Source: an optimization exercise on an open RTL-to-GDS flow (aim: small area). Production flows keep margins and buffers that such runs may drop.
At most, simulation tests tie the RTL to the original design; equivalence was not proved.
No functional check of the RTL was part of run 1.
The flow treats the clock pin as an ideal source, which a real chip does not have.

==> flow/design.v <==
`timescale 1ns / 1ps
module rp_acq (
    input clk,
    input rst_n,
    input [31:0] gpio_data,
    input [13:0] adc_dat_a_in,
    input ext_trig,
    output [7:0] led_o,
    output [31:0] BRAM_write_address,
    output [31:0] BRAM_write_data,
    output [3:0] BRAM_wren
);
    reg c_st;             
    reg c_prev;           
    reg c_start;          
    reg [23:0] samples;
    reg [23:0] reps;
    reg [5:0] hops;       
    wire [23:0] gd = gpio_data[23:0] & {24{rst_n}};
    wire cmd_s = c_st & (gpio_data[30:25] == 6'b111110);
    wire cmd_r = c_st & (gpio_data[30:25] == 6'b111111);
    wire cmd_h = c_st & (gpio_data[30:25] == 6'b111101);
    always @(posedge clk) begin
        c_prev <= rst_n & gpio_data[31];
        c_st <= rst_n & ~c_st & (gpio_data[31] ^ c_prev);
        c_start <= rst_n & c_st & (gpio_data[30:24] == 7'b0000001);
        if (cmd_s | ~rst_n) samples <= gd;
        if (cmd_r | ~rst_n) reps <= gd;
        if (cmd_h | ~rst_n) hops <= gd[5:0];
    end
    reg [1:0] st;
    reg last_trig;
    reg [2:0] pc;         
    reg [23:0] slat;      
    reg [23:0] rcn;       
    reg [13:0] xr;        
    reg [24:0] widx;      
    wire run = st[1] & st[0];
    wire [24:0] wc;
    wire [23:0] winc;
    assign wc[0] = 1'b1;
    genvar gi;
    generate for (gi = 0; gi < 24; gi = gi + 1) begin : g_winc
        assign winc[gi] = widx[gi] ^ wc[gi];
        assign wc[gi + 1] = widx[gi] & wc[gi];
    end endgenerate
    wire last = (winc[23:0] == slat);
    wire rdc = run & last;
    wire [24:0] rb;
    wire [23:0] rnext;
    assign rb[0] = 1'b1;
    generate for (gi = 0; gi < 24; gi = gi + 1) begin : g_rdec
        assign rnext[gi] = rcn[gi] ^ (rb[gi] & rdc);
        assign rb[gi + 1] = rcn[gi] & rb[gi];
    end endgenerate
    wire pc_last = pc[2] & ~pc[1];
    always @(posedge clk) begin
        if (st == 2'd0) rcn <= ~reps;
        else rcn <= rnext;
    end
    always @(posedge clk) begin
        last_trig <= ext_trig;
        if (!rst_n) begin
            st <= 2'd0;
            xr <= 14'd0;
        end else begin
            case (st)
                2'd0: begin
                    if (c_start) st <= 2'd1;
                end
                2'd1: begin
                    pc <= 3'd0;
                    if (&rcn) st <= 2'd0;
                    else if (ext_trig & ~last_trig) st <= 2'd2;
                end
                2'd2: begin
                    pc <= {pc[1:0], ~pc[2]};
                    if (pc_last) begin
                        st <= 2'd3;
                        slat <= samples;
                        xr <= adc_dat_a_in;
                    end
                end
                2'd3: begin
                    xr <= adc_dat_a_in;
                    if (last) begin
                        st <= 2'd1;
                    end
                end
            endcase
        end
    end
    always @(posedge clk) begin
        if (rst_n & run) widx <= {1'b0, winc};
        else widx <= {25{1'b1}};
    end
    reg [5:0] ph;         
    reg [5:0] ph1;        
    wire [13:0] x = {xr[13], ~xr[12:0]};    
    wire [6:0] pcy;
    wire [5:0] pnext;
    assign pcy[0] = 1'b0;
    generate for (gi = 0; gi < 6; gi = gi + 1) begin : g_ph
        assign pnext[gi] = ph[gi] ^ hops[gi] ^ pcy[gi];
        assign pcy[gi + 1] = (ph[gi] & hops[gi]) | (ph[gi] & pcy[gi]) | (hops[gi] & pcy[gi]);
    end endgenerate
    always @(posedge clk) begin
        if (!rst_n) ph <= 6'd0;
        else ph <= pnext;
        ph1 <= ph;
    end
    wire [31:0] pdec;
    genvar gp;
    generate for (gp = 0; gp < 32; gp = gp + 1) begin : g_pdec
        assign pdec[gp] = (ph1[4:0] == gp);
    end endgenerate
    wire [14:0] mag;
    assign mag[0] = |(pdec & 32'hf194b5e4);
    assign mag[1] = |(pdec & 32'ha1f2feec);
    assign mag[2] = |(pdec & 32'ha50a9036);
    assign mag[3] = |(pdec & 32'h2a262db8);
    assign mag[4] = |(pdec & 32'h35d4c484);
    assign mag[5] = |(pdec & 32'h50be33fe);
    assign mag[6] = |(pdec & 32'h42d0851a);
    assign mag[7] = |(pdec & 32'hc7d6b53c);
    assign mag[8] = |(pdec & 32'h3a0afd80);
    assign mag[9] = |(pdec & 32'h5616d22a);
    assign mag[10] = |(pdec & 32'h9b4ee566);
    assign mag[11] = |(pdec & 32'h493ef9b4);
    assign mag[12] = |(pdec & 32'h38fefe38);
    assign mag[13] = |(pdec & 32'h07feffc0);
    assign mag[14] = |(pdec & 32'h00010000);
    wire s = ph1[5];
    wire [14:0] xb = {x, 1'b0};
    wire one0 = xb[1] ^ xb[0];
    wire two0 = (xb[2] & ~xb[1] & ~xb[0]) | (~xb[2] & xb[1] & xb[0]);
    wire neg0 = xb[2] ^ s;
    wire one1 = xb[3] ^ xb[2];
    wire two1 = (xb[4] & ~xb[3] & ~xb[2]) | (~xb[4] & xb[3] & xb[2]);
    wire neg1 = xb[4] ^ s;
    wire one2 = xb[5] ^ xb[4];
    wire two2 = (xb[6] & ~xb[5] & ~xb[4]) | (~xb[6] & xb[5] & xb[4]);
    wire neg2 = xb[6] ^ s;
    wire one3 = xb[7] ^ xb[6];
    wire two3 = (xb[8] & ~xb[7] & ~xb[6]) | (~xb[8] & xb[7] & xb[6]);
    wire neg3 = xb[8] ^ s;
    wire one4 = xb[9] ^ xb[8];
    wire two4 = (xb[10] & ~xb[9] & ~xb[8]) | (~xb[10] & xb[9] & xb[8]);
    wire neg4 = xb[10] ^ s;
    wire one5 = xb[11] ^ xb[10];
    wire two5 = (xb[12] & ~xb[11] & ~xb[10]) | (~xb[12] & xb[11] & xb[10]);
    wire neg5 = xb[12] ^ s;
    wire one6 = xb[13] ^ xb[12];
    wire two6 = (xb[14] & ~xb[13] & ~xb[12]) | (~xb[14] & xb[13] & xb[12]);
    wire neg6 = xb[14] ^ s;
    wire w0 = one0 & mag[0];
    wire w1 = neg0 & ~(one0 & mag[0]);
    wire w2 = ((one0 & mag[1]) | (two0 & mag[0])) ^ neg0;
    wire w3 = ((one0 & mag[2]) | (two0 & mag[1])) ^ neg0;
    wire w4 = ((one0 & mag[3]) | (two0 & mag[2])) ^ neg0;
    wire w5 = ((one0 & mag[4]) | (two0 & mag[3])) ^ neg0;
    wire w6 = ((one0 & mag[5]) | (two0 & mag[4])) ^ neg0;
    wire w7 = ((one0 & mag[6]) | (two0 & mag[5])) ^ neg0;
    wire w8 = ((one0 & mag[7]) | (two0 & mag[6])) ^ neg0;
    wire w9 = ((one0 & mag[8]) | (two0 & mag[7])) ^ neg0;
    wire w10 = ((one0 & mag[9]) | (two0 & mag[8])) ^ neg0;
    wire w11 = ((one0 & mag[10]) | (two0 & mag[9])) ^ neg0;
    wire w12 = ((one0 & mag[11]) | (two0 & mag[10])) ^ neg0;
    wire w13 = ((one0 & mag[12]) | (two0 & mag[11])) ^ neg0;
    wire w14 = ((one0 & mag[13]) | (two0 & mag[12])) ^ neg0;
    wire w15 = ((one0 & mag[14]) | (two0 & mag[13])) ^ neg0;
    wire w16 = ((one0 & 1'b0) | (two0 & mag[14])) ^ neg0;
    wire w17 = ~neg0;
    wire w18 = one1 & mag[0];
    wire w19 = neg1 & ~(one1 & mag[0]);
    wire w20 = ((one1 & mag[1]) | (two1 & mag[0])) ^ neg1;
    wire w21 = ((one1 & mag[2]) | (two1 & mag[1])) ^ neg1;
    wire w22 = ((one1 & mag[3]) | (two1 & mag[2])) ^ neg1;
    wire w23 = ((one1 & mag[4]) | (two1 & mag[3])) ^ neg1;
    wire w24 = ((one1 & mag[5]) | (two1 & mag[4])) ^ neg1;
    wire w25 = ((one1 & mag[6]) | (two1 & mag[5])) ^ neg1;
    wire w26 = ((one1 & mag[7]) | (two1 & mag[6])) ^ neg1;
    wire w27 = ((one1 & mag[8]) | (two1 & mag[7])) ^ neg1;
    wire w28 = ((one1 & mag[9]) | (two1 & mag[8])) ^ neg1;
    wire w29 = ((one1 & mag[10]) | (two1 & mag[9])) ^ neg1;
    wire w30 = ((one1 & mag[11]) | (two1 & mag[10])) ^ neg1;
    wire w31 = ((one1 & mag[12]) | (two1 & mag[11])) ^ neg1;
    wire w32 = ((one1 & mag[13]) | (two1 & mag[12])) ^ neg1;
    wire w33 = ((one1 & mag[14]) | (two1 & mag[13])) ^ neg1;
    wire w34 = ((one1 & 1'b0) | (two1 & mag[14])) ^ neg1;
    wire w35 = ~neg1;
    wire w36 = one2 & mag[0];
    wire w37 = neg2 & ~(one2 & mag[0]);
    wire w38 = ((one2 & mag[1]) | (two2 & mag[0])) ^ neg2;
    wire w39 = ((one2 & mag[2]) | (two2 & mag[1])) ^ neg2;
    wire w40 = ((one2 & mag[3]) | (two2 & mag[2])) ^ neg2;
    wire w41 = ((one2 & mag[4]) | (two2 & mag[3])) ^ neg2;
    wire w42 = ((one2 & mag[5]) | (two2 & mag[4])) ^ neg2;
    wire w43 = ((one2 & mag[6]) | (two2 & mag[5])) ^ neg2;
    wire w44 = ((one2 & mag[7]) | (two2 & mag[6])) ^ neg2;
    wire w45 = ((one2 & mag[8]) | (two2 & mag[7])) ^ neg2;
    wire w46 = ((one2 & mag[9]) | (two2 & mag[8])) ^ neg2;
    wire w47 = ((one2 & mag[10]) | (two2 & mag[9])) ^ neg2;
    wire w48 = ((one2 & mag[11]) | (two2 & mag[10])) ^ neg2;
    wire w49 = ((one2 & mag[12]) | (two2 & mag[11])) ^ neg2;
    wire w50 = ((one2 & mag[13]) | (two2 & mag[12])) ^ neg2;
    wire w51 = ((one2 & mag[14]) | (two2 & mag[13])) ^ neg2;
    wire w52 = ((one2 & 1'b0) | (two2 & mag[14])) ^ neg2;
    wire w53 = ~neg2;
    wire w54 = one3 & mag[0];
    wire w55 = neg3 & ~(one3 & mag[0]);
    wire w56 = ((one3 & mag[1]) | (two3 & mag[0])) ^ neg3;
    wire w57 = ((one3 & mag[2]) | (two3 & mag[1])) ^ neg3;
    wire w58 = ((one3 & mag[3]) | (two3 & mag[2])) ^ neg3;
    wire w59 = ((one3 & mag[4]) | (two3 & mag[3])) ^ neg3;
    wire w60 = ((one3 & mag[5]) | (two3 & mag[4])) ^ neg3;
    wire w61 = ((one3 & mag[6]) | (two3 & mag[5])) ^ neg3;
    wire w62 = ((one3 & mag[7]) | (two3 & mag[6])) ^ neg3;
    wire w63 = ((one3 & mag[8]) | (two3 & mag[7])) ^ neg3;
    wire w64 = ((one3 & mag[9]) | (two3 & mag[8])) ^ neg3;
    wire w65 = ((one3 & mag[10]) | (two3 & mag[9])) ^ neg3;
    wire w66 = ((one3 & mag[11]) | (two3 & mag[10])) ^ neg3;
    wire w67 = ((one3 & mag[12]) | (two3 & mag[11])) ^ neg3;
    wire w68 = ((one3 & mag[13]) | (two3 & mag[12])) ^ neg3;
    wire w69 = ((one3 & mag[14]) | (two3 & mag[13])) ^ neg3;
    wire w70 = ((one3 & 1'b0) | (two3 & mag[14])) ^ neg3;
    wire w71 = ~neg3;
    wire w72 = one4 & mag[0];
    wire w73 = neg4 & ~(one4 & mag[0]);
    wire w74 = ((one4 & mag[1]) | (two4 & mag[0])) ^ neg4;
    wire w75 = ((one4 & mag[2]) | (two4 & mag[1])) ^ neg4;
    wire w76 = ((one4 & mag[3]) | (two4 & mag[2])) ^ neg4;
    wire w77 = ((one4 & mag[4]) | (two4 & mag[3])) ^ neg4;
    wire w78 = ((one4 & mag[5]) | (two4 & mag[4])) ^ neg4;
    wire w79 = ((one4 & mag[6]) | (two4 & mag[5])) ^ neg4;
    wire w80 = ((one4 & mag[7]) | (two4 & mag[6])) ^ neg4;
    wire w81 = ((one4 & mag[8]) | (two4 & mag[7])) ^ neg4;
    wire w82 = ((one4 & mag[9]) | (two4 & mag[8])) ^ neg4;
    wire w83 = ((one4 & mag[10]) | (two4 & mag[9])) ^ neg4;
    wire w84 = ((one4 & mag[11]) | (two4 & mag[10])) ^ neg4;
    wire w85 = ((one4 & mag[12]) | (two4 & mag[11])) ^ neg4;
    wire w86 = ((one4 & mag[13]) | (two4 & mag[12])) ^ neg4;
    wire w87 = ((one4 & mag[14]) | (two4 & mag[13])) ^ neg4;
    wire w88 = ((one4 & 1'b0) | (two4 & mag[14])) ^ neg4;
    wire w89 = ~neg4;
    wire w90 = one5 & mag[0];
    wire w91 = neg5 & ~(one5 & mag[0]);
    wire w92 = ((one5 & mag[1]) | (two5 & mag[0])) ^ neg5;
    wire w93 = ((one5 & mag[2]) | (two5 & mag[1])) ^ neg5;
    wire w94 = ((one5 & mag[3]) | (two5 & mag[2])) ^ neg5;
    wire w95 = ((one5 & mag[4]) | (two5 & mag[3])) ^ neg5;
    wire w96 = ((one5 & mag[5]) | (two5 & mag[4])) ^ neg5;
    wire w97 = ((one5 & mag[6]) | (two5 & mag[5])) ^ neg5;
    wire w98 = ((one5 & mag[7]) | (two5 & mag[6])) ^ neg5;
    wire w99 = ((one5 & mag[8]) | (two5 & mag[7])) ^ neg5;
    wire w100 = ((one5 & mag[9]) | (two5 & mag[8])) ^ neg5;
    wire w101 = ((one5 & mag[10]) | (two5 & mag[9])) ^ neg5;
    wire w102 = ((one5 & mag[11]) | (two5 & mag[10])) ^ neg5;
    wire w103 = ((one5 & mag[12]) | (two5 & mag[11])) ^ neg5;
    wire w104 = ((one5 & mag[13]) | (two5 & mag[12])) ^ neg5;
    wire w105 = ((one5 & mag[14]) | (two5 & mag[13])) ^ neg5;
    wire w106 = ((one5 & 1'b0) | (two5 & mag[14])) ^ neg5;
    wire w107 = ~neg5;
    wire w108 = one6 & mag[0];
    wire w109 = neg6 & ~(one6 & mag[0]);
    wire w110 = ((one6 & mag[1]) | (two6 & mag[0])) ^ neg6;
    wire w111 = ((one6 & mag[2]) | (two6 & mag[1])) ^ neg6;
    wire w112 = ((one6 & mag[3]) | (two6 & mag[2])) ^ neg6;
    wire w113 = ((one6 & mag[4]) | (two6 & mag[3])) ^ neg6;
    wire w114 = ((one6 & mag[5]) | (two6 & mag[4])) ^ neg6;
    wire w115 = ((one6 & mag[6]) | (two6 & mag[5])) ^ neg6;
    wire w116 = ((one6 & mag[7]) | (two6 & mag[6])) ^ neg6;
    wire w117 = ((one6 & mag[8]) | (two6 & mag[7])) ^ neg6;
    wire w118 = ((one6 & mag[9]) | (two6 & mag[8])) ^ neg6;
    wire w119 = ((one6 & mag[10]) | (two6 & mag[9])) ^ neg6;
    wire w120 = ((one6 & mag[11]) | (two6 & mag[10])) ^ neg6;
    wire w121 = ((one6 & mag[12]) | (two6 & mag[11])) ^ neg6;
    wire w122 = ((one6 & mag[13]) | (two6 & mag[12])) ^ neg6;
    wire w123 = ((one6 & mag[14]) | (two6 & mag[13])) ^ neg6;
    wire w124 = ((one6 & 1'b0) | (two6 & mag[14])) ^ neg6;
    wire w125 = ~neg6;
    wire w126 = w12 ^ w28;
    wire w127 = w12 & w28;
    wire w128 = w13 ^ w29 ^ w45;
    wire w129 = (w13 & w29) | (w13 & w45) | (w29 & w45);
    wire w130 = w14 ^ w30 ^ w46;
    wire w131 = (w14 & w30) | (w14 & w46) | (w30 & w46);
    wire w132 = w62 ^ w78;
    wire w133 = w62 & w78;
    wire w134 = w15 ^ w31 ^ w47;
    wire w135 = (w15 & w31) | (w15 & w47) | (w31 & w47);
    wire w136 = w63 ^ w79;
    wire w137 = w63 & w79;
    wire w138 = w16 ^ w32 ^ w48;
    wire w139 = (w16 & w32) | (w16 & w48) | (w32 & w48);
    wire w140 = w64 ^ w80;
    wire w141 = w64 & w80;
    wire w142 = neg0 ^ w33 ^ w49;
    wire w143 = (neg0 & w33) | (neg0 & w49) | (w33 & w49);
    wire w144 = w65 ^ w81;
    wire w145 = w65 & w81;
    wire w146 = neg0 ^ w34 ^ w50;
    wire w147 = (neg0 & w34) | (neg0 & w50) | (w34 & w50);
    wire w148 = w66 ^ w82;
    wire w149 = w66 & w82;
    wire w150 = w17 ^ w35 ^ w51;
    wire w151 = (w17 & w35) | (w17 & w51) | (w35 & w51);
    wire w152 = w67 ^ w83;
    wire w153 = w67 & w83;
    wire w154 = 1'b1 ^ w52 ^ w68;
    wire w155 = (1'b1 & w52) | (1'b1 & w68) | (w52 & w68);
    wire w156 = w8 ^ w24;
    wire w157 = w8 & w24;
    wire w158 = w9 ^ w25 ^ w41;
    wire w159 = (w9 & w25) | (w9 & w41) | (w25 & w41);
    wire w160 = w10 ^ w26 ^ w42;
    wire w161 = (w10 & w26) | (w10 & w42) | (w26 & w42);
    wire w162 = w58 ^ w73;
    wire w163 = w58 & w73;
    wire w164 = w11 ^ w27 ^ w43;
    wire w165 = (w11 & w27) | (w11 & w43) | (w27 & w43);
    wire w166 = w59 ^ w75 ^ w90;
    wire w167 = (w59 & w75) | (w59 & w90) | (w75 & w90);
    wire w168 = w44 ^ w60 ^ w76;
    wire w169 = (w44 & w60) | (w44 & w76) | (w60 & w76);
    wire w170 = w91 ^ w92 ^ w126;
    wire w171 = (w91 & w92) | (w91 & w126) | (w92 & w126);
    wire w172 = w61 ^ w77 ^ w93;
    wire w173 = (w61 & w77) | (w61 & w93) | (w77 & w93);
    wire w174 = w108 ^ w127 ^ w128;
    wire w175 = (w108 & w127) | (w108 & w128) | (w127 & w128);
    wire w176 = w94 ^ w109 ^ w110;
    wire w177 = (w94 & w109) | (w94 & w110) | (w109 & w110);
    wire w178 = w132 ^ w129 ^ w130;
    wire w179 = (w132 & w129) | (w132 & w130) | (w129 & w130);
    wire w180 = w95 ^ w111 ^ w133;
    wire w181 = (w95 & w111) | (w95 & w133) | (w111 & w133);
    wire w182 = w136 ^ w131 ^ w134;
    wire w183 = (w136 & w131) | (w136 & w134) | (w131 & w134);
    wire w184 = w96 ^ w112 ^ w137;
    wire w185 = (w96 & w112) | (w96 & w137) | (w112 & w137);
    wire w186 = w140 ^ w135 ^ w138;
    wire w187 = (w140 & w135) | (w140 & w138) | (w135 & w138);
    wire w188 = w97 ^ w113 ^ w141;
    wire w189 = (w97 & w113) | (w97 & w141) | (w113 & w141);
    wire w190 = w144 ^ w139 ^ w142;
    wire w191 = (w144 & w139) | (w144 & w142) | (w139 & w142);
    wire w192 = w98 ^ w114 ^ w145;
    wire w193 = (w98 & w114) | (w98 & w145) | (w114 & w145);
    wire w194 = w148 ^ w143 ^ w146;
    wire w195 = (w148 & w143) | (w148 & w146) | (w143 & w146);
    wire w196 = w99 ^ w115 ^ w149;
    wire w197 = (w99 & w115) | (w99 & w149) | (w115 & w149);
    wire w198 = w152 ^ w147 ^ w150;
    wire w199 = (w152 & w147) | (w152 & w150) | (w147 & w150);
    wire w200 = w84 ^ w100 ^ w116;
    wire w201 = (w84 & w100) | (w84 & w116) | (w100 & w116);
    wire w202 = w153 ^ w151 ^ w154;
    wire w203 = (w153 & w151) | (w153 & w154) | (w151 & w154);
    wire w204 = w53 ^ w69 ^ w85;
    wire w205 = (w53 & w69) | (w53 & w85) | (w69 & w85);
    wire w206 = w101 ^ w117 ^ w155;
    wire w207 = (w101 & w117) | (w101 & w155) | (w117 & w155);
    wire w208 = 1'b1 ^ w70 ^ w86;
    wire w209 = (1'b1 & w70) | (1'b1 & w86) | (w70 & w86);
    wire w210 = w102 ^ w118;
    wire w211 = w102 & w118;
    wire w212 = w71 ^ w87 ^ w103;
    wire w213 = (w71 & w87) | (w71 & w103) | (w87 & w103);
    wire w214 = 1'b1 ^ w88;
    wire w215 = 1'b1 & w88;
    wire w216 = w6 ^ w22;
    wire w217 = w6 & w22;
    wire w218 = w7 ^ w23 ^ w39;
    wire w219 = (w7 & w23) | (w7 & w39) | (w23 & w39);
    wire w220 = w40 ^ w55 ^ w56;
    wire w221 = (w40 & w55) | (w40 & w56) | (w55 & w56);
    wire w222 = w57 ^ w72 ^ w157;
    wire w223 = (w57 & w72) | (w57 & w157) | (w72 & w157);
    wire w224 = w74 ^ w162 ^ w159;
    wire w225 = (w74 & w162) | (w74 & w159) | (w162 & w159);
    wire w226 = w163 ^ w161 ^ w164;
    wire w227 = (w163 & w161) | (w163 & w164) | (w161 & w164);
    wire w228 = w165 ^ w167 ^ w168;
    wire w229 = (w165 & w167) | (w165 & w168) | (w167 & w168);
    wire w230 = w169 ^ w172 ^ w171;
    wire w231 = (w169 & w172) | (w169 & w171) | (w172 & w171);
    wire w232 = w173 ^ w176 ^ w175;
    wire w233 = (w173 & w176) | (w173 & w175) | (w176 & w175);
    wire w234 = w177 ^ w180 ^ w179;
    wire w235 = (w177 & w180) | (w177 & w179) | (w180 & w179);
    wire w236 = w181 ^ w184 ^ w183;
    wire w237 = (w181 & w184) | (w181 & w183) | (w184 & w183);
    wire w238 = w185 ^ w188 ^ w187;
    wire w239 = (w185 & w188) | (w185 & w187) | (w188 & w187);
    wire w240 = w189 ^ w192 ^ w191;
    wire w241 = (w189 & w192) | (w189 & w191) | (w192 & w191);
    wire w242 = w193 ^ w196 ^ w195;
    wire w243 = (w193 & w196) | (w193 & w195) | (w196 & w195);
    wire w244 = w200 ^ w197 ^ w199;
    wire w245 = (w200 & w197) | (w200 & w199) | (w197 & w199);
    wire w246 = w201 ^ w204 ^ w203;
    wire w247 = (w201 & w204) | (w201 & w203) | (w204 & w203);
    wire w248 = w210 ^ w205 ^ w208;
    wire w249 = (w210 & w205) | (w210 & w208) | (w205 & w208);
    wire w250 = w119 ^ w211 ^ w209;
    wire w251 = (w119 & w211) | (w119 & w209) | (w211 & w209);
    wire w252 = w104 ^ w120 ^ w214;
    wire w253 = (w104 & w120) | (w104 & w214) | (w120 & w214);
    wire w254 = w89 ^ w105 ^ w121;
    wire w255 = (w89 & w105) | (w89 & w121) | (w105 & w121);
    wire w256 = 1'b1 ^ w106;
    wire w257 = 1'b1 & w106;
    wire w258 = w4 ^ w19;
    wire w259 = w4 & w19;
    wire w260 = w5 ^ w21 ^ w36;
    wire w261 = (w5 & w21) | (w5 & w36) | (w21 & w36);
    wire w262 = w37 ^ w38 ^ w216;
    wire w263 = (w37 & w38) | (w37 & w216) | (w38 & w216);
    wire w264 = w54 ^ w217 ^ w218;
    wire w265 = (w54 & w217) | (w54 & w218) | (w217 & w218);
    wire w266 = w156 ^ w219 ^ w220;
    wire w267 = (w156 & w219) | (w156 & w220) | (w219 & w220);
    wire w268 = w221 ^ w158 ^ w222;
    wire w269 = (w221 & w158) | (w221 & w222) | (w158 & w222);
    wire w270 = w160 ^ w223 ^ w224;
    wire w271 = (w160 & w223) | (w160 & w224) | (w223 & w224);
    wire w272 = w166 ^ w225 ^ w226;
    wire w273 = (w166 & w225) | (w166 & w226) | (w225 & w226);
    wire w274 = w170 ^ w227 ^ w228;
    wire w275 = (w170 & w227) | (w170 & w228) | (w227 & w228);
    wire w276 = w229 ^ w174 ^ w230;
    wire w277 = (w229 & w174) | (w229 & w230) | (w174 & w230);
    wire w278 = w178 ^ w231 ^ w232;
    wire w279 = (w178 & w231) | (w178 & w232) | (w231 & w232);
    wire w280 = w182 ^ w233 ^ w234;
    wire w281 = (w182 & w233) | (w182 & w234) | (w233 & w234);
    wire w282 = w186 ^ w235 ^ w236;
    wire w283 = (w186 & w235) | (w186 & w236) | (w235 & w236);
    wire w284 = w190 ^ w237 ^ w238;
    wire w285 = (w190 & w237) | (w190 & w238) | (w237 & w238);
    wire w286 = w194 ^ w239 ^ w240;
    wire w287 = (w194 & w239) | (w194 & w240) | (w239 & w240);
    wire w288 = w198 ^ w241 ^ w242;
    wire w289 = (w198 & w241) | (w198 & w242) | (w241 & w242);
    wire w290 = w202 ^ w243 ^ w244;
    wire w291 = (w202 & w243) | (w202 & w244) | (w243 & w244);
    wire w292 = w206 ^ w245 ^ w246;
    wire w293 = (w206 & w245) | (w206 & w246) | (w245 & w246);
    wire w294 = w207 ^ w248 ^ w247;
    wire w295 = (w207 & w248) | (w207 & w247) | (w248 & w247);
    wire w296 = w212 ^ w249 ^ w250;
    wire w297 = (w212 & w249) | (w212 & w250) | (w249 & w250);
    wire w298 = w213 ^ w252 ^ w251;
    wire w299 = (w213 & w252) | (w213 & w251) | (w252 & w251);
    wire w300 = w215 ^ w254 ^ w253;
    wire w301 = (w215 & w254) | (w215 & w253) | (w254 & w253);
    wire w302 = w122 ^ w256 ^ w255;
    wire w303 = (w122 & w256) | (w122 & w255) | (w256 & w255);
    wire w304 = w107 ^ w123 ^ w257;
    wire w305 = (w107 & w123) | (w107 & w257) | (w123 & w257);
    wire w306 = 1'b1 ^ w124;
    wire w307 = 1'b1 & w124;
    wire w308 = w1 ^ w2;
    wire w309 = w1 & w2;
    wire w310 = w3 ^ w18 ^ w309;
    wire w311 = (w3 & w18) | (w3 & w309) | (w18 & w309);
    wire w312 = w20 ^ w258 ^ w311;
    wire w313 = (w20 & w258) | (w20 & w311) | (w258 & w311);
    wire w314 = w259 ^ w260 ^ w313;
    wire w315 = (w259 & w260) | (w259 & w313) | (w260 & w313);
    wire w316 = w261 ^ w262 ^ w315;
    wire w317 = (w261 & w262) | (w261 & w315) | (w262 & w315);
    wire w318 = w263 ^ w264 ^ w317;
    wire w319 = (w263 & w264) | (w263 & w317) | (w264 & w317);
    wire w320 = w265 ^ w266 ^ w319;
    wire w321 = (w265 & w266) | (w265 & w319) | (w266 & w319);
    wire w322 = w267 ^ w268 ^ w321;
    wire w323 = (w267 & w268) | (w267 & w321) | (w268 & w321);
    wire w324 = w269 ^ w270;
    wire w325 = w269 & w270;
    wire w326 = w271 ^ w272 ^ w325;
    wire w327 = (w271 & w272) | (w271 & w325) | (w272 & w325);
    wire w328 = w273 ^ w274 ^ w327;
    wire w329 = (w273 & w274) | (w273 & w327) | (w274 & w327);
    wire w330 = w275 ^ w276 ^ w329;
    wire w331 = (w275 & w276) | (w275 & w329) | (w276 & w329);
    wire w332 = w277 ^ w278 ^ w331;
    wire w333 = (w277 & w278) | (w277 & w331) | (w278 & w331);
    wire w334 = w324 ^ w323;
    wire w335 = w323 & w324;
    wire w336 = w326 ^ w335;
    wire w337 = w324 & w326;
    wire w338 = w323 & w337;
    wire w339 = w328 ^ w338;
    wire w340 = w337 & w328;
    wire w341 = w323 & w340;
    wire w342 = w330 ^ w341;
    wire w343 = w340 & w330;
    wire w344 = w323 & w343;
    wire w345 = w332 ^ w344;
    wire w346 = w343 & w332;
    wire w347 = w323 & w346;
    wire w348 = w333 | w347;
    wire w349 = w279 ^ w280;
    wire w350 = w279 & w280;
    wire w351 = w281 ^ w282 ^ w350;
    wire w352 = (w281 & w282) | (w281 & w350) | (w282 & w350);
    wire w353 = w283 ^ w284 ^ w352;
    wire w354 = (w283 & w284) | (w283 & w352) | (w284 & w352);
    wire w355 = w285 ^ w286 ^ w354;
    wire w356 = (w285 & w286) | (w285 & w354) | (w286 & w354);
    wire w357 = w287 ^ w288 ^ w356;
    wire w358 = (w287 & w288) | (w287 & w356) | (w288 & w356);
    wire w359 = w349 ^ w348;
    wire w360 = w348 & w349;
    wire w361 = w351 ^ w360;
    wire w362 = w349 & w351;
    wire w363 = w348 & w362;
    wire w364 = w353 ^ w363;
    wire w365 = w362 & w353;
    wire w366 = w348 & w365;
    wire w367 = w355 ^ w366;
    wire w368 = w365 & w355;
    wire w369 = w348 & w368;
    wire w370 = w357 ^ w369;
    wire w371 = w368 & w357;
    wire w372 = w348 & w371;
    wire w373 = w358 | w372;
    wire w374 = w289 ^ w290;
    wire w375 = w289 & w290;
    wire w376 = w291 ^ w292 ^ w375;
    wire w377 = (w291 & w292) | (w291 & w375) | (w292 & w375);
    wire w378 = w293 ^ w294 ^ w377;
    wire w379 = (w293 & w294) | (w293 & w377) | (w294 & w377);
    wire w380 = w296 ^ w295 ^ w379;
    wire w381 = (w296 & w295) | (w296 & w379) | (w295 & w379);
    wire w382 = w297 ^ w298 ^ w381;
    wire w383 = (w297 & w298) | (w297 & w381) | (w298 & w381);
    wire w384 = w374 ^ w373;
    wire w385 = w373 & w374;
    wire w386 = w376 ^ w385;
    wire w387 = w374 & w376;
    wire w388 = w373 & w387;
    wire w389 = w378 ^ w388;
    wire w390 = w387 & w378;
    wire w391 = w373 & w390;
    wire w392 = w380 ^ w391;
    wire w393 = w390 & w380;
    wire w394 = w373 & w393;
    wire w395 = w382 ^ w394;
    wire w396 = w393 & w382;
    wire w397 = w373 & w396;
    wire w398 = w383 | w397;
    wire w399 = w300 ^ w299;
    wire w400 = w300 & w299;
    wire w401 = w302 ^ w301 ^ w400;
    wire w402 = (w302 & w301) | (w302 & w400) | (w301 & w400);
    wire w403 = w304 ^ w303 ^ w402;
    wire w404 = (w304 & w303) | (w304 & w402) | (w303 & w402);
    wire w405 = w306 ^ w305 ^ w404;
    wire w406 = (w306 & w305) | (w306 & w404) | (w305 & w404);
    wire w407 = w125 ^ w307 ^ w406;
    wire w408 = (w125 & w307) | (w125 & w406) | (w307 & w406);
    wire w409 = w399 ^ w398;
    wire w410 = w398 & w399;
    wire w411 = w401 ^ w410;
    wire w412 = w399 & w401;
    wire w413 = w398 & w412;
    wire w414 = w403 ^ w413;
    wire w415 = w412 & w403;
    wire w416 = w398 & w415;
    wire w417 = w405 ^ w416;
    wire w418 = w415 & w405;
    wire w419 = w398 & w418;
    wire w420 = w407 ^ w419;
    wire w421 = w418 & w407;
    wire [28:0] pm = {w420, w417, w414, w411, w409, w395, w392, w389, w386, w384, w370, w367, w364, w361, w359, w345, w342, w339, w336, w334, w322, w320, w318, w316, w314, w312, w310, w308, w0};
    reg [28:0] prod;
    always @(posedge clk) prod <= pm;
    assign led_o = {6'd0, st};
    assign BRAM_wren = {4{run}};
    assign BRAM_write_address = {{5{widx[24]}}, widx, 2'b00};
    assign BRAM_write_data = {{3{prod[28]}}, prod};
endmodule
==> flow/flow/run.sh <==
#!/bin/bash
# Own layout flow: the standard synthesis, then the combinational logic
# between the standard synthesis's registers and adder cells is re-mapped for
# area with ABC (registers, full and half adders and tie cells are kept as
# they are), then the standard layout with a minimum-size buffer on every
# port.  Each tool writes its full output to a log file in this folder.
set -euo pipefail
W=$PWD
F=$W/flow
R=$W/orfs/results/${FLOW_PLATFORM}/rp_acq/base
YOSYS=${FLOW_HOME}/../tools/install/yosys/bin/yosys
[ -x "$YOSYS" ] || YOSYS=yosys
LIB=${FLOW_HOME}/platforms/${FLOW_PLATFORM}/lib/sky130_fd_sc_hd__tt_025C_1v80.lib

bash standard.sh synth > $W/log_1_standard_synth.log 2>&1
cp $R/1_2_yosys.v $W/standard_synth.v

python3 $F/reopt.py $W/standard_synth.v $W/reopt_in.v > $W/log_2_reopt_py.log 2>&1
bash $F/reopt.sh $W/reopt_in.v $W/reopt_out.v $W > $W/log_3_reopt.log 2>&1
cp $W/reopt_out.v $R/1_2_yosys.v

CTS="-sink_clustering_enable -repair_clock_nets -dont_use_dummy_load -buf_list sky130_fd_sc_hd__clkbuf_8 -sink_clustering_size 20 -sink_clustering_max_diameter 40"
MK=(BUFFER_PORTS_ARGS="-buffer_cell sky130_fd_sc_hd__buf_1" CTS_ARGS="$CTS")
bash standard.sh "${MK[@]}" cts > $W/log_4_standard_to_cts.log 2>&1
CTS_ODB=$R/4_cts.odb CTS_BIG=50 CTS_SMALL=25 openroad -no_init -exit $F/cts_resize.tcl > $W/log_5_cts_resize.log 2>&1
bash standard.sh "${MK[@]}" finish > $W/log_6_standard_layout.log 2>&1
==> flow/flow/cts_resize.tcl <==
# Size each clock tree buffer by the number of flip-flop clock pins it
# drives, so no clock pin sees a slow edge, then re-legalize the placement.
read_db $::env(CTS_ODB)
set block [ord::get_db_block]
set db [ord::get_db]
proc master {name} { return [[ord::get_db] findMaster $name] }
set changed 0
foreach inst [$block getInsts] {
  set m [[$inst getMaster] getName]
  if {![string match "sky130_fd_sc_hd__clkbuf_*" $m]} { continue }
  set out [$inst findITerm X]
  if {$out == "NULL"} { continue }
  set net [$out getNet]
  if {$net == "NULL" || [$net getSigType] != "CLOCK"} { continue }
  set ff 0
  set bufs 0
  set xs {}
  set ys {}
  foreach it [$net getITerms] {
    set bb [[$it getInst] getBBox]
    lappend xs [$bb xMin]
    lappend ys [$bb yMin]
    if {[$it isOutputSignal]} { continue }
    set mm [[$it getInst] getMaster]
    if {[string match "*clkbuf*" [$mm getName]]} { incr bufs } else { incr ff }
  }
  if {$bufs > 0} { continue }
  # estimated load in fF: about 2 fF per clock pin and 0.25 fF per um of
  # the pins' half perimeter
  set hpwl [expr {([tcl::mathfunc::max {*}$xs] - [tcl::mathfunc::min {*}$xs] + [tcl::mathfunc::max {*}$ys] - [tcl::mathfunc::min {*}$ys]) / 1000.0}]
  set load [expr {2.0 * $ff + 0.25 * $hpwl}]
  if {$load > $::env(CTS_BIG)} {
    set want sky130_fd_sc_hd__clkbuf_16
  } elseif {$load <= $::env(CTS_SMALL)} {
    set want sky130_fd_sc_hd__clkbuf_4
  } else {
    set want sky130_fd_sc_hd__clkbuf_8
  }
  if {$want != $m} {
    puts "[$inst getName]: $ff flip-flops, load about $load fF, $m -> $want"
    $inst swapMaster [master $want]
    incr changed
  }
}
puts "clock buffers resized: $changed"
detailed_placement
check_placement -verbose
write_db $::env(CTS_ODB)
==> flow/flow/libfunc.py <==
"""Read combinational cell functions from the sky130hd liberty file and turn
an ABC-mapped gate netlist into Verilog assign statements."""
import re

def lib_functions(path):
    txt = open(path).read()
    funcs = {}
    for m in re.finditer(r'\n\s*cell\s*\(\s*"?(\w+)"?\s*\)\s*\{', txt):
        name = m.group(1)
        start = m.end()
        nxt = txt.find('\n    cell (', start)
        body = txt[start:nxt if nxt > 0 else len(txt)]
        outs = {}
        for pm in re.finditer(r'pin\s*\(\s*"?(\w+)"?\s*\)\s*\{', body):
            pb = body[pm.end():pm.end() + 4000]
            d = re.search(r'direction\s*:\s*"?(\w+)"?', pb)
            f = re.search(r'function\s*:\s*"([^"]*)"', pb)
            if d and d.group(1) == 'output' and f:
                outs[pm.group(1)] = f.group(1)
        if outs:
            funcs[name] = outs
    return funcs

def to_verilog_expr(f, pins):
    # liberty: ! not, & or space and, | or + or, ^ xor
    e = f.replace('!', '~').replace('+', '|')
    e = re.sub(r'\)\s+\(', ')&(', e)
    e = re.sub(r'(\w)\s+(\w)', r'\1&\2', e)
    e = re.sub(r'(\w)\s+\(', r'\1&(', e)
    e = re.sub(r'\)\s+(\w)', r')&\1', e)
    e = re.sub(r'\b([A-Z]\w*)\b', lambda m: '(%s)' % pins[m.group(1)] if m.group(1) in pins else m.group(0), e)
    return e

import subprocess, os, tempfile
ABC = '/OpenROAD-flow-scripts/tools/install/yosys/bin/yosys-abc'
LIB = '/OpenROAD-flow-scripts/flow/platforms/sky130hd/lib/sky130_fd_sc_hd__tt_025C_1v80.lib'
DONT = ['sky130_fd_sc_hd__probe_p_8', 'sky130_fd_sc_hd__probec_p_8']

def abc_map(blif_text, script, prefix):
    """Optimize and map a BLIF with ABC; return (verilog assign lines, area)."""
    d = tempfile.mkdtemp()
    fi = os.path.join(d, 'in.blif'); fo = os.path.join(d, 'out.blif')
    open(fi, 'w').write(blif_text)
    cmd = 'read_lib -w %s; read %s; %s; print_stats; write_blif %s' % (LIB, fi, script, fo)
    r = subprocess.run([ABC, '-c', cmd], capture_output=True, text=True)
    area = re.findall(r'area\s*=\s*([0-9.]+)', r.stdout)
    funcs = lib_functions(LIB)
    lines = []
    txt = open(fo).read().replace('\\\n', ' ')
    n = 0
    for ln in txt.split('\n'):
        ln = ln.strip()
        if ln.startswith('.gate'):
            parts = ln.split()[1:]
            cell = parts[0]
            pins = dict(p.split('=') for p in parts[1:])
            outs = funcs[cell]
            for op, f in outs.items():
                if op in pins:
                    lines.append('    assign %s = %s;' % (pins[op], to_verilog_expr(f, pins)))
        elif ln.startswith('.names'):
            parts = ln.split()[1:]
            lines.append(('NAMES', parts))
    # handle .names (constants / buffers) simply
    out = []
    tl = txt.split('\n')
    i = 0
    while i < len(tl):
        ln = tl[i].strip()
        if ln.startswith('.names'):
            parts = ln.split()[1:]
            rows = []
            i += 1
            while i < len(tl) and tl[i].strip() and not tl[i].strip().startswith('.'):
                rows.append(tl[i].strip()); i += 1
            if len(parts) == 1:
                out.append("    assign %s = 1'b%d;" % (parts[0], 1 if rows and rows[0] == '1' else 0))
            elif len(parts) == 2 and rows in (['1 1'],):
                out.append('    assign %s = %s;' % (parts[1], parts[0]))
            elif len(parts) == 2 and rows in (['0 1'],):
                out.append('    assign %s = ~%s;' % (parts[1], parts[0]))
            else:
                raise Exception('names %s %s' % (parts, rows))
            continue
        i += 1
    return [l for l in lines if not isinstance(l, tuple)] + out, float(area[-1]) if area else None
==> flow/flow/reopt.py <==
#!/usr/bin/env python3
"""Prepare a mapped sky130 netlist (flat, one module) for re-mapping its
combinational logic: single-output combinational cells become assign
statements; flip-flops, full/half adders and tie cells stay as instances.
Full adders with two or three inverted inputs are flipped
(FA(~a,~b,~c) = ~FA(a,b,c)), so the inverters can cancel; half adders with
an unused output become a plain gate.
usage: reopt.py in.v out.v"""
import re, sys
sys.path.insert(0, __file__.rsplit('/', 1)[0])
import libfunc

KEEP = re.compile(r'sky130_fd_sc_hd__(fa|ha|dfxtp|edfxtp|dfrtp|conb|dfstp|sdf|edf)')
INV = re.compile(r'sky130_fd_sc_hd__(inv|clkinv)_\d+$')

def esc(n):
    return n + ' ' if n.startswith('\\') else n

def main(fi, fo):
    net = open(fi).read()
    funcs = libfunc.lib_functions(libfunc.LIB)
    m = re.search(r'module\s+(\w+)\s*\((.*?)\);(.*)endmodule', net, re.S)
    top, ports, body = m.group(1), m.group(2), m.group(3)
    stmts = [s.strip() for s in body.split(';') if s.strip()]
    cells = []   # [type, name, pins dict] or None for plain statements
    other = []
    for s in stmts:
        mi = re.match(r'(sky130_fd_sc_hd__\w+)\s+(\S+)\s*\((.*)\)$', s, re.S)
        if mi:
            pins = dict((a, b.strip()) for a, b in re.findall(r'\.(\w+)\(([^()]*)\)', mi.group(3)))
            cells.append([mi.group(1), mi.group(2), pins])
        else:
            other.append(s)
    outpins = ('X', 'Y', 'Q', 'Q_N', 'SUM', 'COUT', 'HI', 'LO')
    use = {}
    for t, n, p in cells:
        for k, v in p.items():
            if k not in outpins and v:
                use[v] = use.get(v, 0) + 1
    for s in other:
        if s.startswith('assign'):
            rhs = s.split('=', 1)[1]
            for v in re.findall(r'(\\\S+|[A-Za-z_][\w$]*(?:\s*\[\d+\])?)', rhs):
                v = v.strip()
                use[v] = use.get(v, 0) + 1
    inv_of = {}
    for t, n, p in cells:
        if INV.match(t):
            inv_of[p['Y']] = p['A']
    extra = []
    wires = []
    cnt = [0]
    def newnet():
        cnt[0] += 1
        w = 'reopt_n%d' % cnt[0]
        wires.append(w)
        return w
    # Choose a polarity for every full adder (flipped: it gets complemented
    # inputs and gives complemented outputs) to need as few inverters as
    # possible.  A net's value is traced back through inverters to a base
    # net; a base driven by other logic is taken to be free in either
    # polarity, one driven by a flip-flop or half adder is true only.
    drv = {}
    for i, (t, n, p) in enumerate(cells):
        for k, v in p.items():
            if k in outpins and v:
                drv[v] = i
    def base(v):
        r = 0
        while v in inv_of:
            v = inv_of[v]; r ^= 1
        return v, r
    fas = [i for i, c in enumerate(cells) if re.match(r'sky130_fd_sc_hd__fa_\d', c[0])]
    fa_idx = dict((i, j) for j, i in enumerate(fas))
    pol = [0] * len(fas)
    # requirements: base -> list of (kind, fa index or None, parity)
    req = {}
    for i, (t, n, p) in enumerate(cells):
        if INV.match(t):
            continue
        generic = not KEEP.match(t)
        for k, v in p.items():
            if k in outpins or not v:
                continue
            b, r = base(v)
            if i in fa_idx:
                req.setdefault(b, []).append((fa_idx[i], r))
            elif not generic:
                req.setdefault(b, []).append((None, r))
    for s_ in other:
        if s_.startswith('assign'):
            rhs = s_.split('=', 1)[1].strip()
            b, r = base(rhs)
            req.setdefault(b, []).append((None, r))
    def src_pol(b):
        j = drv.get(b)
        if j is None:
            return 0
        if j in fa_idx:
            return ('fa', fa_idx[j])
        if KEEP.match(cells[j][0]):
            return 0
        return None   # generic logic: free
    bases = list(req.keys())
    bsrc = dict((b, src_pol(b)) for b in bases)
    def cost_of(b):
        sp = bsrc[b]
        if sp is None:
            return 0
        have = pol[sp[1]] if isinstance(sp, tuple) else 0
        need = set((r ^ (pol[j] if j is not None else 0)) for j, r in req[b])
        return 1 if any(x != have for x in need) else 0
    touch = {}
    for b in bases:
        sp = bsrc[b]
        if isinstance(sp, tuple):
            touch.setdefault(sp[1], set()).add(b)
        for j, r in req[b]:
            if j is not None:
                touch.setdefault(j, set()).add(b)
    improved = True
    rounds = 0
    while improved and rounds < 50:
        improved = False
        rounds += 1
        for j in range(len(fas)):
            bs = touch.get(j, ())
            before = sum(cost_of(b) for b in bs)
            pol[j] ^= 1
            after = sum(cost_of(b) for b in bs)
            if after < before:
                improved = True
            else:
                pol[j] ^= 1
    flips = 0
    for j, i in enumerate(fas):
        if not pol[j]:
            continue
        flips += 1
        t, n, p = cells[i]
        new = []
        for k in ('A', 'B', 'CIN'):
            w = newnet()
            extra.append('assign %s = ~%s;' % (w, esc(p[k])))
            p[k] = w
        for k in ('SUM', 'COUT'):
            o = p.get(k, '')
            if o:
                w = newnet()
                extra.append('assign %s = ~%s;' % (esc(o), w))
                p[k] = w
    out = ['module %s(%s);' % (top, ports)]
    for s in other:
        out.append('  ' + s + ' ;')
    for w in wires:
        out.append('  wire %s;' % w)
    ha_fixed = 0
    for t, n, p in cells:
        if re.match(r'sky130_fd_sc_hd__ha_\d', t):
            s_, c_ = p.get('SUM', ''), p.get('COUT', '')
            if not s_ or use.get(s_, 0) == 0:
                out.append('  assign %s = %s & %s;' % (esc(c_), esc(p['A']), esc(p['B'])))
                ha_fixed += 1
                continue
            if not c_ or use.get(c_, 0) == 0:
                out.append('  assign %s = %s ^ %s;' % (esc(s_), esc(p['A']), esc(p['B'])))
                ha_fixed += 1
                continue
        if KEEP.match(t):
            out.append('  %s %s (%s);' % (t, n, ', '.join('.%s(%s)' % (k, esc(v)) for k, v in p.items())))
            continue
        pe = dict((k, esc(v)) for k, v in p.items())
        for op, f in funcs[t].items():
            if op in p and p[op]:
                out.append('  assign %s = %s;' % (pe[op], libfunc.to_verilog_expr(f, pe)))
    for s in extra:
        out.append('  ' + s)
    out.append('endmodule')
    open(fo, 'w').write('\n'.join(out) + '\n')
    print('full adders flipped: %d, half adders made plain gates: %d' % (flips, ha_fixed))

if __name__ == '__main__':
    main(sys.argv[1], sys.argv[2])
==> flow/flow/reopt.sh <==
#!/bin/bash
# Re-map the combinational logic of $1 (prepared by reopt.py) with a set of
# Yosys/ABC script variants (at most NUM_CORES at a time), then keep as $2
# the result with the smallest area after OpenROAD's resizer has repaired it
# (slew, and setup with a margin of REOPT_MARGIN ns, without wires).  Each
# run's full output goes to a log in $3.
set -uo pipefail
IN=$1; OUT=$2; LOGDIR=$3
F=$(cd "$(dirname "$0")" && pwd)
YOSYS=${FLOW_HOME}/../tools/install/yosys/bin/yosys
[ -x "$YOSYS" ] || YOSYS=yosys
P=${FLOW_HOME}/platforms/${FLOW_PLATFORM}
export LIB=$P/lib/sky130_fd_sc_hd__tt_025C_1v80.lib
export TECH_LEF=$P/lef/sky130_fd_sc_hd.tlef
export SC_LEF=$P/lef/sky130_fd_sc_hd_merged.lef
export EST_MARGIN=${REOPT_MARGIN:-0.3}
export PLATFORM_DIR=$P
export IN LOGDIR F YOSYS
T=${REOPT_SECONDS:-45}
R="strash; &get -n; &dch -f; &nf -R 1000; &put"
scripts=(
  "$R"
  "$R; $R"
  "$R; $R; $R"
  "strash; &get -n; &syn2; &dch -f; &nf -R 1000; &put"
  "strash; dc2; &get -n; &dch -f; &nf -R 1000; &put"
  "strash; &get -n; &dch -f; &nf -R 1000 -F 8 -A 4; &put"
  "strash; &get -n; &dch -f; &nf -R 1000 -p; &put"
  "strash; &get -n; &deepsyn -T $T -S 1; &dch -f; &nf -R 1000; &put"
  "strash; &get -n; &deepsyn -T $T -S 2; &dch -f; &nf -R 1000; &put"
)
pres=("" "abc -g AND,NAND,OR,NOR,XOR,XNOR,MUX; opt;" "freduce; opt;")
run_one() {
  i=$1; pre=$2; scr=$3
  d=$LOGDIR/reopt_$i; mkdir -p $d
  echo "$scr" | tr ';' '\n' | sed 's/^ *//' > $d/script.abc
  $YOSYS -p "read_liberty -lib $LIB; read_verilog $IN; hierarchy -top ${FLOW_TOP}; opt -purge; techmap; opt -fast; $pre abc -liberty $LIB -dont_use *probe* -dont_use *lpflow* -script $d/script.abc; opt_clean -purge; setundef -zero; hilomap -singleton -hicell sky130_fd_sc_hd__conb_1 HI -locell sky130_fd_sc_hd__conb_1 LO; splitnets; opt_clean -purge; check; tee -o $d/stat.txt stat -liberty $LIB; write_verilog -noattr -nohex -nodec $d/out.v" > $LOGDIR/log_3_reopt_run$i.log 2>&1
  NET=$d/out.v openroad -no_init -exit $F/reopt_est.tcl > $LOGDIR/log_3_reopt_est$i.log 2>&1
}
export -f run_one
jobs=$LOGDIR/reopt_jobs.txt
: > $jobs
n=0
for pre in "${pres[@]}"; do
  for scr in "${scripts[@]}"; do
    printf '%s|%s|%s\n' "$n" "$pre" "$scr" >> $jobs
    n=$((n+1))
  done
done
tr '\n' '\0' < $jobs | xargs -0 -P ${NUM_CORES:-8} -I{} bash -c 'IFS="|" read -r i pre scr <<< "$1"; run_one "$i" "$pre" "$scr"' _ {}
best=""; bestE=""
while IFS='|' read -r i pre scr; do
  d=$LOGDIR/reopt_$i
  a=$(grep "Chip area" $d/stat.txt 2>/dev/null | awk '{print $NF}')
  e=$(grep "^EST" $LOGDIR/log_3_reopt_est$i.log 2>/dev/null | awk '{print $2}')
  w=$(grep "^WNS1" $LOGDIR/log_3_reopt_est$i.log 2>/dev/null | awk '{print $2}')
  [ -n "$a" ] && [ -n "$e" ] && [ -s $d/out.v ] || continue
  echo "run $i: area $a, after repair $e (slack $w): $pre $scr"
  if [ -z "$bestE" ] || awk "BEGIN{exit !($e < $bestE)}"; then best=$i; bestE=$e; fi
done < $jobs
echo "kept run $best"
cp $LOGDIR/reopt_$best/out.v $OUT
==> flow/flow/reopt_est.tcl <==
# Area of a re-mapped netlist after the resizer has repaired it for slew and
# for setup with a margin, without wires: used only to choose among the
# re-mapping candidates.
read_lef $::env(TECH_LEF)
read_lef $::env(SC_LEF)
read_liberty $::env(LIB)
read_verilog $::env(NET)
link_design $::env(FLOW_TOP)
read_sdc $::env(FLOW_SDC)
source $::env(PLATFORM_DIR)/setRC.tcl
set_dont_use {sky130_fd_sc_hd__probe_p_8 sky130_fd_sc_hd__probec_p_8 *lpflow*}
puts "WNS0 [worst_slack -max]"
repair_design
repair_timing -setup -setup_margin $::env(EST_MARGIN)
puts "WNS1 [worst_slack -max]"
set a 0
foreach inst [get_cells *] { set a [expr {$a + [get_property [get_lib_cells -of_objects $inst] area]}] }
puts "EST $a"
==> flow/standard.sh <==
#!/bin/bash
# synth_recipe.tcl (not shown) runs the flow's synth.tcl, then flattens the netlist and writes it again
# the make line also repeats each setting of config.mk as NAME=value (left out here)
make -C /OpenROAD-flow-scripts/flow DESIGN_CONFIG=/design/flow/config.mk WORK_HOME=/design/flow/orfs CLKGATE_MAP_FILE= SYNTH_SCRIPT=/design/flow/synth_recipe.tcl "${@:-finish}"
==> flow/config.mk <==
export PLATFORM = sky130hd
export DESIGN_NAME = rp_acq
export DESIGN_NICKNAME = rp_acq
export VERILOG_FILES = /design/flow/design.v
export SDC_FILE = /design/flow/constraint.sdc
export NUM_CORES = 8
export LEC_CHECK = 0
export ABC_AREA = 1
export CAP_MARGIN = 10
export CORE_MARGIN = 2
export CORE_UTILIZATION = 40
export GPL_ROUTABILITY_DRIVEN = 0
export GPL_TIMING_DRIVEN = 0
export PLACE_DENSITY = 0.8
export SETUP_SLACK_MARGIN = 0.1
export SLEW_MARGIN = 10
==> flow/constraint.sdc <==
create_clock -name core_clock -period 8.0 [get_ports {clk}]
set_input_delay 1.6000 -clock core_clock [delete_from_list [all_inputs] [get_ports {clk}]]
set_output_delay 1.6000 -clock core_clock [all_outputs]
set_load 0.01 [all_outputs]
==> results of run 1 <==
-- sequential cells by signal, indices dropped and copies added (netlist names) --
| signal | count |
|---|---|
| slat | 24 |
| last_trig | 1 |
| ph | 6 |
| c_st | 1 |
| ph1 | 6 |
| widx | 25 |
| samples | 24 |
| c_prev | 1 |
| xr | 14 |
| pc | 3 |
| rcn | 24 |
| reps | 24 |
| prod | 29 |
| st | 2 |
| hops | 6 |
| c_start | 1 |
-- critical path: cells and delay by family, from the launching register on --
| kind | cells | cell delay [ps] |
|---|---|---|
| AO/OA/AOI/OAI | 2 | 410 |
| XOR/XNOR | 2 | 320 |
| adder cells (fa/ha/maj) | 9 | 3730 |
| buffers and inverters | 5 | 630 |
| flip-flops | 1 | 520 |
| AND/OR/NAND/NOR | 10 | 1850 |
-- metrics by stage --
stage	cells	setup WS [ps]	utilization [%]	hold WS, ps	TNS (ps)
final	1636	391.1	47.00	357.8	0
after global routing	1636	47.98	47.00	371.2	0
after CTS	1628	132.6	46.26	354.8	0
after detailed placement	1600	-792.4	44.95	344.1	-5104
after global placement	1588	-1287	44.13	347.8	-10740
after floorplan	1088	272.1	-	334.5	0
-- area by class of cell --
| type | count | area [sq um] | share of cell area (%) |
|---|---|---|---|
| Sequential cell | 191 | 4644 | 34.43 |
| Timing Repair Buffer | 147 | 710.7 | 5.269 |
| Multi-Input combinational cell | 851 | 7212 | 53.46 |
| Tap cell | 384 | 480.5 | 3.562 |
| Clock buffer | 17 | 261.5 | 1.939 |
| Inverter | 46 | 180.2 | 1.336 |
-- worst paths after layout --
path / startpoint / to / slack [ps]
setup / recovery: ph1[3] / prod[28] / 390
hold / removal: ph[0] / ph1[0] / 360
setup reg to reg: ph1[3] / prod[28] / 390
hold reg to reg: ph[0] / ph1[0] / 360
-- repair_timing --
| item | 4_1_cts | 5_1_grt |
|---|---|---|
| buffers inserted | 11 | 7 |
| endpoints found under the hold margin | 0 | 0 |
| pin swaps | 5 | 4 |
| hold buffers | 0 | 0 |
| resized for setup | 11 | 20 |
| endpoints found under the setup margin | 10 | 15 |
-- metal layers --
metal	wire length (um)	track usage, %
met1	11320	23.47
met2	12840	29.22
met3	2252	4.591
met4	956	7.569
met5	12	0
-- placed cells by master, fill, tap and decap left out, types with 4 or more instances in the layout --
cell / count
a21oi_1: 39
or3_1: 7
and2_0: 34
a31oi_1: 7
buf_4: 24
nand2_1: 55
xnor2_2: 6
nand4_1: 9
and3_1: 8
o21ai_0: 40
nor4_4: 7
nor2_2: 4
a21oi_2: 4
or2_0: 31
o22ai_1: 101
nand2b_1: 11
xnor2_1: 115
xor2_1: 38
nor4_1: 4
fa_1: 98
conb_1: 8
dfxtp_1: 106
buf_1: 115
nor3_1: 12
edfxtp_1: 81
nand3_1: 21
clkbuf_8: 13
nor2b_1: 5
xor2_2: 4
ha_1: 47
nor2_1: 91
clkinv_1: 44
==> run summary, run 1 <==
Worst path max stage delay = 570 ps
Syn Area/Cell = 10.81 sq um
Required time of the critical path = 8370 ps
Clk_skew = 23.83 ps
Worst-path clk slew = 90 ps
Status = finished clean
Dpl cell area = 12900 sq um
Final Hold Viols = 0
# diodes = 0
Htree depth = 4
Core Box Area = 28700 sq um
1st-iter DRT viols = 1015
Layout cells sized above 1 = 7.348%
Worst Path Arrival = 7980 ps
Syn. warnings = 1
Worst path slowest cell = fa_1
DR pass1 iterations = 8
Area grow syn2layout = 15.42%
Post-Layout Inst Area = 13490 sq um
Die W = 174.9 um
Final #Nets = 1449
Cell Rows = 62
Vias = 8980
Total gr overflow = 0
Starting Density = 40.72%
Crit-path most repeated cell = fa_1
Final setup viols = 0
Drt wl/cell = 16.74 um
Global-route wire length before repair = 44.60 mm
Routed Antenna Nets = 0
Post-Syn Instances = 1081
DRC viols = 0
Hold Crit Depth = 0
RSZ-0062 raised after global routing = true
TritonCTS Buffers = 17
IO Count = 125
Die footprint = 30600 sq um
Clock sink count = 191
Max-cap violation count = 0
Vias/cell = 5.489
DP HPWL = 20.20 mm
R2R depth = 28
Startpoint types = flop
Slew HR = 28.70%
Peak Freq = 131.4 MHz
TritonCTS clock tree = built
Clock tree buffer depth = 2
Final worst path period need = 7609 ps
Final period utilization = 95.11%
Vias in the first global route = 8921
Initial antenna violation count = 1
Final WL = 27.38 mm
Syn Std Cell Area = 11690 sq um
Crit. End Element = flop
Worst-Skew Late Latency = 490 ps
Largest net degree at the start of global routing = 43
Slew @ Worst Pin = 1058 ps
Total GRT Usage = 18.19%
Clock root buffer = clkbuf_8
Die Span Y = 174.9 um
Slew Viols, Final = 0
Largest fanout on the critical path = 9
Crit Path Class = flop to flop
Worst hold-check path type = flop to flop
Port buffer count = 116
Number of fill cells = 2579
==> inputs of run 2 (changes only) <==
--- a/flow/design.v
+++ b/flow/design.v
@@ -37,9 +37,9 @@
     reg [24:0] widx;      
     wire run = st[1] & st[0];
-    wire [24:0] wc;
-    wire [23:0] winc;
+    wire [25:0] wc;
+    wire [24:0] winc;
     assign wc[0] = 1'b1;
     genvar gi;
-    generate for (gi = 0; gi < 24; gi = gi + 1) begin : g_winc
+    generate for (gi = 0; gi < 25; gi = gi + 1) begin : g_winc
         assign winc[gi] = widx[gi] ^ wc[gi];
         assign wc[gi + 1] = widx[gi] & wc[gi];
@@ -92,5 +92,5 @@
     end
     always @(posedge clk) begin
-        if (rst_n & run) widx <= {1'b0, winc};
+        if (rst_n & run) widx <= winc;
         else widx <= {25{1'b1}};
     end
--- a/flow/flow/reopt.sh
+++ b/flow/flow/reopt.sh
@@ -35,5 +35,5 @@
   d=$LOGDIR/reopt_$i; mkdir -p $d
   echo "$scr" | tr ';' '\n' | sed 's/^ *//' > $d/script.abc
-  $YOSYS -p "read_liberty -lib $LIB; read_verilog $IN; hierarchy -top ${FLOW_TOP}; opt -purge; techmap; opt -fast; $pre abc -liberty $LIB -dont_use *probe* -dont_use *lpflow* -script $d/script.abc; opt_clean -purge; setundef -zero; hilomap -singleton -hicell sky130_fd_sc_hd__conb_1 HI -locell sky130_fd_sc_hd__conb_1 LO; splitnets; opt_clean -purge; check; tee -o $d/stat.txt stat -liberty $LIB; write_verilog -noattr -nohex -nodec $d/out.v" > $LOGDIR/log_3_reopt_run$i.log 2>&1
+  $YOSYS -p "read_liberty -lib $LIB; read_verilog $IN; hierarchy -top ${FLOW_TOP}; opt -purge; techmap; opt -fast; $pre abc -liberty $LIB -dont_use *probe* -dont_use *lpflow* -dont_use *_0 -script $d/script.abc; opt_clean -purge; setundef -zero; hilomap -singleton -hicell sky130_fd_sc_hd__conb_1 HI -locell sky130_fd_sc_hd__conb_1 LO; splitnets; opt_clean -purge; check; tee -o $d/stat.txt stat -liberty $LIB; write_verilog -noattr -nohex -nodec $d/out.v" > $LOGDIR/log_3_reopt_run$i.log 2>&1
   NET=$d/out.v openroad -no_init -exit $F/reopt_est.tcl > $LOGDIR/log_3_reopt_est$i.log 2>&1
 }
==> run summary, run 2 <==
Status = finished clean
Slew HR = 12.09% (-17 points)
Post-Syn Instances = 1070 (-1.0%)
# diodes = 0 (unchanged)
Die footprint = 30490 sq um (-0.38%)
Hold Crit Depth = 0 (unchanged)
Largest registers = prod: 29 flops, widx: 25 flops
Vias/cell = 5.453 (-0.66%)
Worst-path clk slew = 90 ps (about the same)
TritonCTS clock tree = built
DRC viols = 0 (unchanged)
Area grow syn2layout = 14.25%
Total GRT Usage = 17.73% (-0.46 points)
Slew @ Worst Pin = 1319 ps (+260.2 ps)
Syn Area/Cell = 10.88 sq um (+0.64%)
DP Worst Slack = -583.8 ps (+208.6 ps)
Starting Density = 40.56% (-0.16 points)
IO Count = 125 (unchanged)
RSZ-0062 raised after global routing = true
Cell Rows = 62 (unchanged)
Core Box Area = 28700 sq um (unchanged)
Final worst path period need = 7634 ps (+25.06 ps)
DR pass1 iterations = 7 (-1)
Crit Path Class = flop to flop
Syn Std Cell Area = 11640 sq um (-0.39%)
Routed Antenna Nets = 0 (unchanged)
Worst Path Arrival = 8020 ps (+40 ps)
Required time of the critical path = 8390 ps (+20 ps)
Critical Path Start = ph1[2]
Die Span Y = 174.6 um (-0.19%)
Htree depth = 4 (unchanged)
Clk_skew = 24.69 ps (+0.8589 ps)
Syn. warnings = 1 (unchanged)
DP HPWL = 19.69 mm (-2.5%)
Clock root buffer = clkbuf_8
Top reg by flops = prod
Peak Freq = 131.0 MHz (-0.33%)
Max-cap violation count = 0 (unchanged)
Final period utilization = 95.42% (+0.31 points)
Fin worst setup slack = 366.0 ps (-25.07 ps)
Max reg flops = 29 (unchanged)
Startpoint types = flop
Number of fill cells = 2584 (+0.19%)
Worst-Skew Late Latency = 480 ps (about the same)
Most frequent cells in the layout = buf_1, dfxtp_1, o22ai_1
Largest net degree at the start of global routing = 33 (-23%)
Die W = 174.6 um (-0.19%)
Final Hold Viols = 0 (unchanged)
1st-iter DRT viols = 868 (-14%)
Crit. End Element = flop
Final WL = 26.74 mm (-2.4%)
Final #Nets = 1431 (-1.2%)
Clock tree buffer depth = 2 (unchanged)
R2R depth = 25 (-11%)
Vias = 8817 (-1.8%)
Most common cell after layout, fill and taps aside = buf_1
TritonCTS Buffers = 17 (unchanged)
Initial antenna violation count = 1 (unchanged)
Hold_buf cts = 0 (unchanged)
Total gr overflow = 0 (unchanged)
Worst hold-check path type = flop to flop
Vias in the first global route = 8656 (-3.0%)
Slew Viols, Final = 0 (unchanged)
Port buffer count = 116 (unchanged)
Final setup viols = 0 (unchanged)
Hold_sp = ph[4]
Drt wl/cell = 16.53 um (-1.2%)
Layout cells sized above 1 = 6.245% (-1.1 points)
Global-route wire length before repair = 43.37 mm (-2.8%)
Clock sink count = 191 (unchanged)
Reg-to-reg startpoint = ph1[2]
Largest fanout on the critical path = 7 (-2)
[run 2: critical path, cell delays in order (launching register included)]
cell	delay (ps)
dfxtp_1	460
clkinv_1	220
nand2_1	210
nor2_1	150
a21oi_1	340
nand2_1	200
nor4b_4	290
buf_4	220
o22ai_1	100
xor2_1	200
fa_1	520
fa_1	490
fa_1	520
fa_1	500
clkinv_1	60
ha_1	150
clkinv_1	80
fa_1	450
fa_1	460
fa_1	450
fa_1	540
o31ai_4	350
nand2_1	120
nand2_1	140
ha_1	170
xor2_1	160
[run 2: final timing paths]
path | slack (ps) | endpoint
worst min register to register | 350 | ph1[4]
worst max register to register | 370 | prod[25]
worst min-delay path | 350 | ph1[4]
worst max-delay path | 370 | prod[25]
[run 2: final cells by class]
class | count | area (sq um) | area share, %
multi-input cells | 842 | 7108 | 53.44
flip-flops and latches | 191 | 4638 | 34.87
repair buffers | 139 | 659.4 | 4.957
well taps | 384 | 480.5 | 3.612
clock buffers | 17 | 250.2 | 1.881
inverters | 44 | 165.2 | 1.242
[run 2: per-layer routing]
| metal | up-vias | wire length (um) | track usage, % |
|---|---|---|---|
| met1 | 4175 | 11130 | 22.57 |
| met5 | - | 13 | 0 |
| met4 | 2 | 1208 | 8.264 |
| li1 | 4091 | - | - |
| met2 | 447 | 12540 | 29.22 |
| met3 | 102 | 1844 | 3.503 |
[run 2: metrics by stage]
stage	util, %	TNS (ps)	instances	cell area, sq um	hold slack [ps]
after floorplan	-	0	1077	11670	334.5
after global placement	43.87	-9204	1577	12590	348.3
after detailed placement	44.63	-4511	1586	12810	356.2
after CTS	45.71	0	1606	13120	363.6
after global routing	46.34	0	1617	13300	366.4
final	46.34	0	1617	13300	352.3
[run 2: timing repair]
item,in CTS,in global routing
pin swaps,1,5
setup buffers,3,11
endpoints found under the setup margin,10,25
resized for setup,12,13
hold endpoints to repair,0,0

==> what the ideal ports hide <==
No port has a modelled driver above. Below, the same layouts with a new extraction and two added sets of constraints.
Step 1 sets driving cells, clkbuf_16 on the clock port and buf_2 on the other inputs (assumed; they add their load-dependent delay and slew).
Step 2, shift: input delay + t, output delay - t, t = (earliest + latest rising clock arrival at the registers) / 2. This alone moves slack from input paths to output paths.
a / b / c = ideal ports / drivers / drivers and shift; a / b = the first two.
| run | t, ns | setup WS [ns] | worst setup path after step 2 | worst data-port slew with drivers (ns) | pins driven straight from the clock port |
|---|---|---|---|---|---|
| run 1 | 0.526 | 0.391 / 0.391 / 0.391 | register to register | 0.06 | 1 |
| run 2 | 0.507 | 0.366 / 0.366 / 0.366 | register to register | 0.05 | 1 |
After both steps every run listed still meets setup and hold.
